Background: an optimization exercise with open tools, aiming at a short achievable clock period. Do not read the settings as production practice.

## run 1
==> flow/design.v <==
module alu (
    input  wire [7:0] g,
    input  wire [7:0] p,
    output wire [7:0] result
);
    wire [7:0] g1, p1, g2, p2, g3;
    assign g1 = g | (p & {g[6:0], 1'b0});
    assign p1 = p & {p[6:0], 1'b1};
    assign g2 = g1 | (p1 & {g1[5:0], 2'b0});
    assign p2 = p1 & {p1[5:0], 2'b11};
    assign g3 = g2 | (p2 & {g2[3:0], 4'b0});
    assign result = p ^ {g3[6:0], 1'b0};
endmodule
module register (
    input  wire       clk,
    input  wire       reset,
    input  wire [7:0] dsel,       
    input  wire       dvalid,     
    input  wire       wdata,      
    input  wire       new_d,      
    input  wire [3:0] rd,         
    input  wire       byp,        
    input  wire       is_add,     
    input  wire       imm_b,      
    output reg        op1,        
    output reg        add_g,
    output reg        add_p
);
    reg [7:0] r;
    reg       operand2;           
    integer i;
    always @(posedge clk)
        for (i = 0; i < 8; i = i + 1)
            if (dsel[i]) r[i] <= wdata;
    wire rnew   = !rd[3] && (byp ? wdata : r[rd[2:0]]);
    wire rold   = dvalid && wdata;
    wire op1_nx = new_d ? rnew : rold;
    wire b_nx   = (!reset && is_add) ? imm_b : operand2;
    always @(posedge clk) begin
        op1 <= op1_nx;
        add_g <= op1_nx & b_nx;
        add_p <= op1_nx ^ b_nx;
        if (!reset && is_add) operand2 <= imm_b;
    end
endmodule
module memory #(
    parameter LB = 3,
    parameter NP = 1 << (8 - LB),
    parameter NL = 1 << LB
) (
    input  wire          clk,
    input  wire          reset,
    input  wire [7:0]    imm,        
    input  wire          imm_b,      
    input  wire          is_li,      
    input  wire          is_st,
    input  wire          is_ld,
    input  wire          is_add,
    input  wire          we_nx,      
    input  wire          new_a,      
    input  wire          sel_wb,     
    input  wire [NP-1:0] a_hi_oh,    
    input  wire          op1,        
    input  wire          sum,        
    output wire          wdata,      
    output reg           result      
);
    reg          mem [0:255];
    reg [NP-1:0] pn;
    reg [NP-1:0] s_new;           
    reg          s_old, s_wb;     
    reg [NP-1:0] wsel;            
    reg [NL-1:0] lo_oh;           
    reg          we;              
    reg          hold;            
    reg          ma_old, wb;
    reg          w_reg;           
    reg          w_h;             
    integer i, j;
    assign wdata = w_h ? hold : w_reg;
    always @(posedge clk)
        for (i = 0; i < 256; i = i + 1)
            if (wsel[i / NL] && lo_oh[i % NL]) mem[i] <= wdata;
    wire [LB-1:0] lo_new = imm[LB-1:0];
    wire [NP-1:0] hi_new = {{(NP-1){1'b0}}, 1'b1} << imm[7:LB];
    always @(posedge clk)
        for (j = 0; j < NP; j = j + 1)
            pn[j] <= mem[(j << LB) | lo_new];
    wire m_at_a   = |(pn & s_new) | (ma_old & s_old) | (wb & s_wb);
    wire data_out = we ? hold : m_at_a;      
    always @(posedge clk) begin
        hold <= data_out;
        ma_old <= m_at_a;
        wb <= wdata;
        s_new <= (new_a && !sel_wb) ? hi_new : {NP{1'b0}};
        s_old <= !new_a && !sel_wb;
        s_wb <= sel_wb;
        w_h <= !reset && is_ld;
        if (new_a) lo_oh <= {{(NL-1){1'b0}}, 1'b1} << lo_new;
        if (reset)
            w_reg <= wdata;
        else if (is_li)
            w_reg <= imm_b;
        else if (is_st)
            w_reg <= op1;
        else if (is_add)
            w_reg <= sum;
        else
            w_reg <= wdata;
    end
    always @(posedge clk or posedge reset) begin
        if (reset) begin
            we <= 1'b0;
            wsel <= {NP{1'b0}};
            result <= 1'b0;
        end else begin
            we <= we_nx;
            wsel <= we_nx ? (new_a ? hi_new : a_hi_oh) : {NP{1'b0}};
            if (is_ld)  result <= data_out;
            if (is_add) result <= sum;
        end
    end
endmodule
module cpu (
    input wire clk,               
    input wire reset,             
    input wire [15:0] instr,      
    output wire [7:0] result      
);
    localparam LB = 3;
    localparam NP = 1 << (8 - LB);
    wire [2:0] op  = instr[14:12];
    wire [3:0] rd  = instr[11:8];
    wire [7:0] imm = instr[7:0];
    wire is_li  = (op == 3'b000);
    wire is_st  = (op == 3'b001);
    wire is_ld  = (op == 3'b010);
    wire is_add = (op == 3'b011);
    wire we_nx  = is_li | is_st | is_add;
    wire new_a = !reset && (is_st || is_ld);
    wire new_d = !reset && !op[2];
    reg          write_enable;    
    reg [7:0]    addr;            
    reg [NP-1:0] a_hi_oh;         
    reg [7:0]    dsel;            
    reg [3:0]    dest_reg;        
    reg [3:0]    dest_q;          
    wire a_hit  = write_enable && (addr == imm);
    wire sel_wb = new_a ? a_hit : write_enable;
    wire dvalid = !dest_q[3];
    wire byp    = dvalid && (dest_q[2:0] == rd[2:0]);
    wire [7:0] wdata, operand1, add_g, add_p, alu_result;
    alu alu_inst (.g(add_g), .p(add_p), .result(alu_result));
    genvar b;
    generate
        for (b = 0; b < 8; b = b + 1) begin : bit_slice
            memory #(.LB(LB)) mem_inst (
                .clk(clk), .reset(reset), .imm(imm), .imm_b(imm[b]),
                .is_li(is_li), .is_st(is_st), .is_ld(is_ld), .is_add(is_add),
                .we_nx(we_nx), .new_a(new_a), .sel_wb(sel_wb), .a_hi_oh(a_hi_oh),
                .op1(operand1[b]), .sum(alu_result[b]),
                .wdata(wdata[b]), .result(result[b])
            );
            register reg_file (
                .clk(clk), .reset(reset), .dsel(dsel), .dvalid(dvalid),
                .wdata(wdata[b]), .new_d(new_d), .rd(rd), .byp(byp),
                .is_add(is_add), .imm_b(imm[b]),
                .op1(operand1[b]), .add_g(add_g[b]), .add_p(add_p[b])
            );
        end
    endgenerate
    always @(posedge clk or posedge reset) begin
        if (reset)
            write_enable <= 1'b0;
        else
            write_enable <= we_nx;
    end
    always @(posedge clk) begin
        dest_q <= new_d ? rd : dest_reg;
        if (new_d) begin
            dsel <= rd[3] ? 8'b0 : (8'b1 << rd[2:0]);
            dest_reg <= rd;
        end
        if (new_a) begin
            addr <= imm;
            a_hi_oh <= {{(NP-1){1'b0}}, 1'b1} << imm[7:LB];
        end
    end
endmodule
Settings: LEC_CHECK=0, CAP_MARGIN=20, CORE_MARGIN=2, CORE_UTILIZATION=40, SETUP_SLACK_MARGIN=2.4, SLEW_MARGIN=20, SYNTH_HIERARCHICAL=1; clock period 4.0 ns.
run.sh (not shown) runs the stock make flow with config.mk's settings and CLKGATE_MAP_FILE= SYNTH_SCRIPT=/design/flow/synth_recipe.tcl, a recipe that flattens the netlist after the stock synthesis.
Run 1 finished end to end and its layout was clean on timing, DRC and antenna.
#### Input delta (run 2 over run 1)
Settings: CORE_UTILIZATION now 65, was 40.
### Flow results
Comparing run 2 and run 1, clock latency at the later pin of the worst-skew pair is higher on run 1. Compared with run 1, in run 2 number of cells upsized or downsized after cts lower, count of buffers not belonging to the clock network in the layout higher, final core utilization higher, final period utilization lower.
Function was not checked in any run of this note: the RTL went through the layout flow alone.

port drivers added, routing unchanged:
The flow's constraints put no driver on any port. The routed layouts listed below were extracted and timed again, unchanged, in two steps.
Step 1 sets driving cells, clkbuf_16 on the clock port and buf_2 on the other inputs (assumed; they add their load-dependent delay and slew).
Step 2 times the ports against the registers' clock, not the clock port: input delays grow and output delays shrink by t, the midpoint of the rising clock arrivals with the driver on.
a / b / c = ideal / step 1 / step 2; a / b = the first two.
run | t, ns | slack for setup (ns) | pins driven straight from the clock port
run 1 | 1.051 | 1.576 / 1.466 / 0.840 | 1
run 2 | 1.039 | 1.603 / 1.505 / 0.839 | 1
After both steps every run listed still meets setup and hold. The setup slack of run 2, which loses most, moves by -0.098 ns with the drivers and by -0.764 ns with both steps.
